Source: an optimization exercise on an open RTL-to-GDS flow (aim: small area and a short achievable clock period). Production flows keep margins and buffers that such runs may drop. Function was checked by simulation only, so behaviour that the tests miss may differ from the original. Power and IR drop assume default switching activity. The clock port is modelled as an ideal driver; clocking choices that lean on that would not hold on a real chip.

## job 8933
==> flow/design.v <==
module rf_aoi3(
    input  logic a1, b1, a2, b2, a3, b3,
    output logic y
);
    assign y = ~((a1 & b1) | (a2 & b2) | (a3 & b3));
endmodule
module top_5stage(
    input  logic        clk,
    input  logic        reset,
    output logic [15:0] imem_addr,
    input  logic [31:0] imem_rdata,
    output logic        dmem_re,
    output logic [15:0] dmem_addr,
    output logic [31:0] dmem_wdata,
    output logic [3:0]  dmem_wstrb,
    input  logic [31:0] dmem_rdata,
    output logic        rf_we,
    output logic [4:0]  rf_waddr,
    output logic [31:0] rf_wdata
);
    logic [15:1] pc;
    logic [31:0] instr;             
    logic [31:0] iD;                
    logic        vD;                
    logic [15:1] pD;                
    logic [31:0] A_E, B_E, C_E;     
    logic [4:0]  rd_E;
    logic [2:0]  f3_E;
    logic        opk_E, sub_E, sgn_E, xsel_E;
    logic        we_E, ld_E, br_E, sta_E, sthw_E, stw_E;    
    logic [31:0] X_M;               
    logic [15:0] Y_M;               
    logic [4:0]  rd_M;
    logic [2:0]  f3_M;
    logic        we_M, ld_M, pcsrc_M, sta_M, sthw_M, stw_M;  
    logic [31:0] LD;                
    logic [31:0] fin_W;
    logic [4:0]  rd_W;
    logic        we_W;              
    logic [31:1][31:0] rf;          
    assign imem_addr = {pc[15:2], 2'b00};
    always_ff @(posedge clk)
        instr <= imem_rdata;
    wire [6:0] op = iD[6:0];
    wire [2:0] f3 = iD[14:12];
    wire isR  = op == 7'b0110011;
    wire isIA = op == 7'b0010011;
    wire isL  = op == 7'b0000011;
    wire isS  = op == 7'b0100011;
    wire isB  = op == 7'b1100011;
    wire isU  = (op & 7'b1011111) == 7'b0010111;
    wire isI  = isIA | isL;
    wire rs1v = isR | isI | isS | isB;
    wire rs2v = isR | isS | isB;
    wire [4:0] rs1f = iD[19:15];
    wire [4:0] rs2f = iD[24:20];
    wire [4:0] rdf  = iD[11:7];
    wire stall = ld_E & (((rs1v ? rs1f : 5'd0) == rd_E) | ((rs2v ? rs2f : 5'd0) == rd_E));
    logic [31:1] s1, s2;
    always_ff @(posedge clk)
        for (int i = 1; i < 32; i++) begin
            s1[i] <= instr[19:15] == i[4:0];
            s2[i] <= instr[24:20] == i[4:0];
        end
    logic [31:0] rv1, rv2;
    logic [31:0][10:0] t1, t2;
    for (genvar b = 0; b < 32; b++) begin : g_rd
        for (genvar k = 0; k < 10; k++) begin : g_t
            rf_aoi3 u1(.a1(s1[3*k+1]), .b1(rf[3*k+1][b]), .a2(s1[3*k+2]), .b2(rf[3*k+2][b]),
                       .a3(s1[3*k+3]), .b3(rf[3*k+3][b]), .y(t1[b][k]));
            rf_aoi3 u2(.a1(s2[3*k+1]), .b1(rf[3*k+1][b]), .a2(s2[3*k+2]), .b2(rf[3*k+2][b]),
                       .a3(s2[3*k+3]), .b3(rf[3*k+3][b]), .y(t2[b][k]));
        end
        assign t1[b][10] = ~(s1[31] & rf[31][b]);
        assign t2[b][10] = ~(s2[31] & rf[31][b]);
        assign rv1[b] = ~&t1[b];
        assign rv2[b] = ~&t2[b];
    end
    wire shamt_sel = isI & (f3[1:0] == 2'b01);
    wire [31:0] imm_i = shamt_sel ? {27'd0, iD[24:20]} : {{20{iD[31]}}, iD[31:20]};
    wire [31:0] imm_s = {{20{iD[31]}}, iD[31:25], iD[11:7]};
    wire [31:0] imm_u = {iD[31:12], 12'd0};
    wire [31:0] imm_b = {{20{iD[12]}}, iD[20], iD[30:21], 1'b0};
    wire [31:0] imm = isI ? imm_i : isS ? imm_s : isU ? imm_u : isB ? imm_b : 32'd0;
    wire sllD = (isR | isIA) & (f3 == 3'b001);
    logic [31:0] rv1_rev;
    always_comb for (int i = 0; i < 32; i++) rv1_rev[i] = rv1[31-i];
    wire [15:1] dest = pD + imm_b[15:1];
    wire g = vD & ~stall;
    wire subD = (isR & (f3 == 3'b000) & (iD[31:25] != 7'd0)) | ((isR | isIA) & (f3[2:1] == 2'b01)) | isB;
    always_ff @(posedge clk) begin
        iD <= instr;
        pD <= pc;
        vD <= ~reset & ~stall;
        A_E <= rs1v ? (sllD ? rv1_rev : rv1) : 32'd0;
        B_E <= (isR ? rv2 : imm) ^ {32{subD}};
        C_E <= isB ? {16'd0, dest, 1'b0} : rv2;
        rd_E <= rdf;
        f3_E <= f3;
        opk_E <= isR | isIA;
        sub_E <= subD;
        sgn_E <= isR | (isB & ~f3[1]);
        xsel_E <= isS | isB;
    end
    always_ff @(posedge clk or posedge reset) begin
        if (reset) begin
            we_E <= 1'b0; ld_E <= 1'b0; br_E <= 1'b0;
            sta_E <= 1'b0; sthw_E <= 1'b0; stw_E <= 1'b0;
        end else begin
            we_E   <= g & ~isS & ~isB & (rdf != 5'd0);
            ld_E   <= g & isL;
            br_E   <= g & isB & (f3[2:1] != 2'b01);
            sta_E  <= g & isS & ((f3 == 3'b000) | (f3 == 3'b001) | (f3 == 3'b010));
            sthw_E <= g & isS & ((f3 == 3'b001) | (f3 == 3'b010));
            stw_E  <= g & isS & (f3 == 3'b010);
        end
    end
    wire [31:0] p = A_E ^ B_E;
    wire [31:0] gg = A_E & B_E;
    logic [31:0] G, P;
    always_comb begin
        G = gg;
        P = p;
        G[0] = gg[0] | (p[0] & sub_E);
        for (int l = 0; l < 5; l++)
            for (int i = 0; i < 32; i++)
                if ((i >> l) & 1) begin
                    G[i] = G[i] | (P[i] & G[((i >> l) << l) - 1]);
                    P[i] = P[i] & P[((i >> l) << l) - 1];
                end
    end
    wire [31:0] cin = {G[30:0], sub_E};
    wire [31:0] sum = p ^ cin;
    wire cout = G[31];
    wire ltu = ~cout;
    wire lts = p[31] ? ~cout : A_E[31];
    wire lt  = sgn_E ? lts : ltu;
    wire eq  = &p;
    wire flag = f3_E[2] ? (lt ^ f3_E[0]) : (eq ^ f3_E[0]);
    wire big = |B_E[31:5];
    wire [31:0] sr = big ? 32'd0 : (A_E >> B_E[4:0]);
    logic [31:0] sr_rev;
    always_comb for (int i = 0; i < 32; i++) sr_rev[i] = sr[31-i];
    wire is_add = ~opk_E | (f3_E == 3'b000);
    wire en_p = is_add | (f3_E == 3'b100) | (f3_E == 3'b110);
    wire en_c = is_add;
    wire en_g = opk_E & f3_E[2] & f3_E[1];
    wire en_sr = opk_E & (f3_E == 3'b101);
    wire en_sl = opk_E & (f3_E == 3'b001);
    wire en_lt = opk_E & (f3_E[2:1] == 2'b01);
    wire [31:0] res = ((p & {32{en_p}}) ^ (cin & {32{en_c}})) | (gg & {32{en_g}})
                    | (sr & {32{en_sr}}) | (sr_rev & {32{en_sl}}) | {31'd0, lt & en_lt};
    always_ff @(posedge clk) begin
        X_M <= xsel_E ? C_E : res;
        Y_M <= sum[15:0];
        rd_M <= rd_E;
        f3_M <= f3_E;
    end
    always_ff @(posedge clk or posedge reset) begin
        if (reset) begin
            we_M <= 1'b0; ld_M <= 1'b0; pcsrc_M <= 1'b0;
            sta_M <= 1'b0; sthw_M <= 1'b0; stw_M <= 1'b0;
        end else begin
            we_M <= we_E; ld_M <= ld_E; pcsrc_M <= br_E & flag;
            sta_M <= sta_E; sthw_M <= sthw_E; stw_M <= stw_E;
        end
    end
    assign dmem_re    = ld_M;
    assign dmem_addr  = Y_M;
    assign dmem_wdata = X_M;
    assign dmem_wstrb = {stw_M, stw_M, sthw_M, sta_M};
    logic [31:0] ldv;
    always_comb begin
        case (f3_M)
            3'b000: ldv = {{24{dmem_rdata[7]}}, dmem_rdata[7:0]};
            3'b001: ldv = {{16{dmem_rdata[15]}}, dmem_rdata[15:0]};
            3'b010: ldv = dmem_rdata;
            3'b100: ldv = {24'd0, dmem_rdata[7:0]};
            3'b101: ldv = {16'd0, dmem_rdata[15:0]};
            default: ldv = 32'd0;
        endcase
    end
    always_ff @(posedge clk) begin
        if (ld_M) LD <= ldv;
        fin_W <= ld_M ? LD : X_M;
        rd_W <= rd_M;
    end
    always_ff @(posedge clk or posedge reset) begin
        if (reset) we_W <= 1'b0;
        else we_W <= we_M;
    end
    always_ff @(posedge clk) begin
        if (reset) pc <= 15'd0;
        else if (!stall) pc <= pcsrc_M ? X_M[15:1] : pc + 15'd2;
    end
    assign rf_we    = we_W;
    assign rf_waddr = rd_W;
    assign rf_wdata = fin_W;
    always_ff @(posedge clk)
        for (int i = 1; i < 32; i++)
            if (we_W && rd_W == i[4:0]) rf[i] <= fin_W;
endmodule
==> flow/config.mk <==
export PLATFORM = sky130hd
export DESIGN_NAME = top_5stage
export DESIGN_NICKNAME = top_5stage
export VERILOG_FILES = /design/flow/design.v
export SDC_FILE = /design/flow/constraint.sdc
export NUM_CORES = 4
export LEC_CHECK = 0
export ABC_CLOCK_PERIOD_IN_PS = 2000
export CAP_MARGIN = 20
export CORE_MARGIN = 2
export CORE_UTILIZATION = 55
export SLEW_MARGIN = 20
export SYNTH_HIERARCHICAL = 1
export SYNTH_MINIMUM_KEEP_SIZE = 0
==> flow/constraint.sdc <==
create_clock -name core_clock -period 9.0 [get_ports {clk}]
set_input_delay 1.8000 -clock core_clock [delete_from_list [all_inputs] [get_ports {clk}]]
set_output_delay 1.8000 -clock core_clock [all_outputs]
set_load 0.01 [all_outputs]
standard.sh (not shown) runs the stock make flow with config.mk's settings and CLKGATE_MAP_FILE= SYNTH_SCRIPT=/design/flow/synth_recipe.tcl, a recipe that flattens the netlist after the stock synthesis.
==> flow/flow/run.sh <==
#!/bin/bash
# Standard layout with a tighter setup repair target, plain buffers on the ports and a clock
# tree without dummy loads.
set -uo pipefail
bash standard.sh "SETUP_SLACK_MARGIN=5.9" \
  "BUFFER_PORTS_ARGS=-buffer_cell sky130_fd_sc_hd__buf_2" \
  "CTS_ARGS=-sink_clustering_enable -repair_clock_nets -dont_use_dummy_load -sink_clustering_size 30 -sink_clustering_max_diameter 100" \
  finish > make_finish.log 2>&1
In summary, job 8933 completed successfully, with a layout that passed the timing, DRC and antenna checks.
Input-level comparison between job 9703 and job 8933:
Settings: ABC_CLOCK_PERIOD_IN_PS: 2000 -> 3000.
- Status: relative contribution of combinational cells to total power parity (job 9703, job 8933)
- As far as leftover overflow at the end of global routing goes, job 8933 and job 9703 are indistinguishable; the numbers are identical.
- Reported for job 8933 and job 9703, hold slack turned out identical to the last digit.
- Between job 9703 and job 8933, the number of nets with antenna violations after detailed routing figures differ only marginally.
- [compare] base=job 8933 new=job 9703: buffer share of cell area essentially unchanged; total track usage essentially unchanged.
diff inputs: job 9703 => job 392
==> flow/flow/run.sh <==
#!/bin/bash
# Standard layout with a tighter setup repair target, plain buffers on the ports and a clock
# tree without dummy loads.
set -uo pipefail
bash standard.sh "SETUP_SLACK_MARGIN=6.1" \
  "BUFFER_PORTS_ARGS=-buffer_cell sky130_fd_sc_hd__buf_2" \
  "CTS_ARGS=-sink_clustering_enable -repair_clock_nets -dont_use_dummy_load -sink_clustering_size 30 -sink_clustering_max_diameter 100" \
  finish > make_finish.log 2>&1
Findings:
- The lower initial antenna violation count of job 9703 and job 392 is in job 9703.
- Wire length: job 392 higher than job 9703
- Area growth from synthesis to layout: job 392 vs job 9703 up 2.5 points
- Total of clock buffers placed in the layout: job 392 < job 9703
- Job 392 vs. job 9703: achievable frequency ~0 delta, total design power comparable, setup slack moved up, sequential share of layout area has decreased.

==> what the ideal ports hide <==
No port has a modelled driver above. Below, the same layouts with a new extraction and two added sets of constraints.
Step 1 sets driving cells, clkbuf_16 on the clock port and buf_2 on the other inputs (assumed; they add their load-dependent delay and slew).
Step 2, shift: input delay + t, output delay - t, t = (earliest + latest rising clock arrival at the registers) / 2. This alone moves slack from input paths to output paths.
Slacks: ideal ports / drivers / drivers and shift; pairs: ideal ports / drivers.
run | t (ns) | slack for setup (ns) | slew at the worst register clock pin (ns) | pins driven straight from the clock port
job 8933 | 0.771 | 5.808 / 5.731 / 5.638 | 0.12 / 0.12 | 1
job 9703 | 0.771 | 5.808 / 5.731 / 5.638 | 0.12 / 0.12 | 1
job 392 | 0.770 | 5.816 / 5.736 / 5.461 | 0.12 / 0.12 | 1
After both steps setup and hold are still met in every run listed. The setup slack of job 392, which loses most, moves by -0.080 ns with the drivers and by -0.355 ns with both steps.
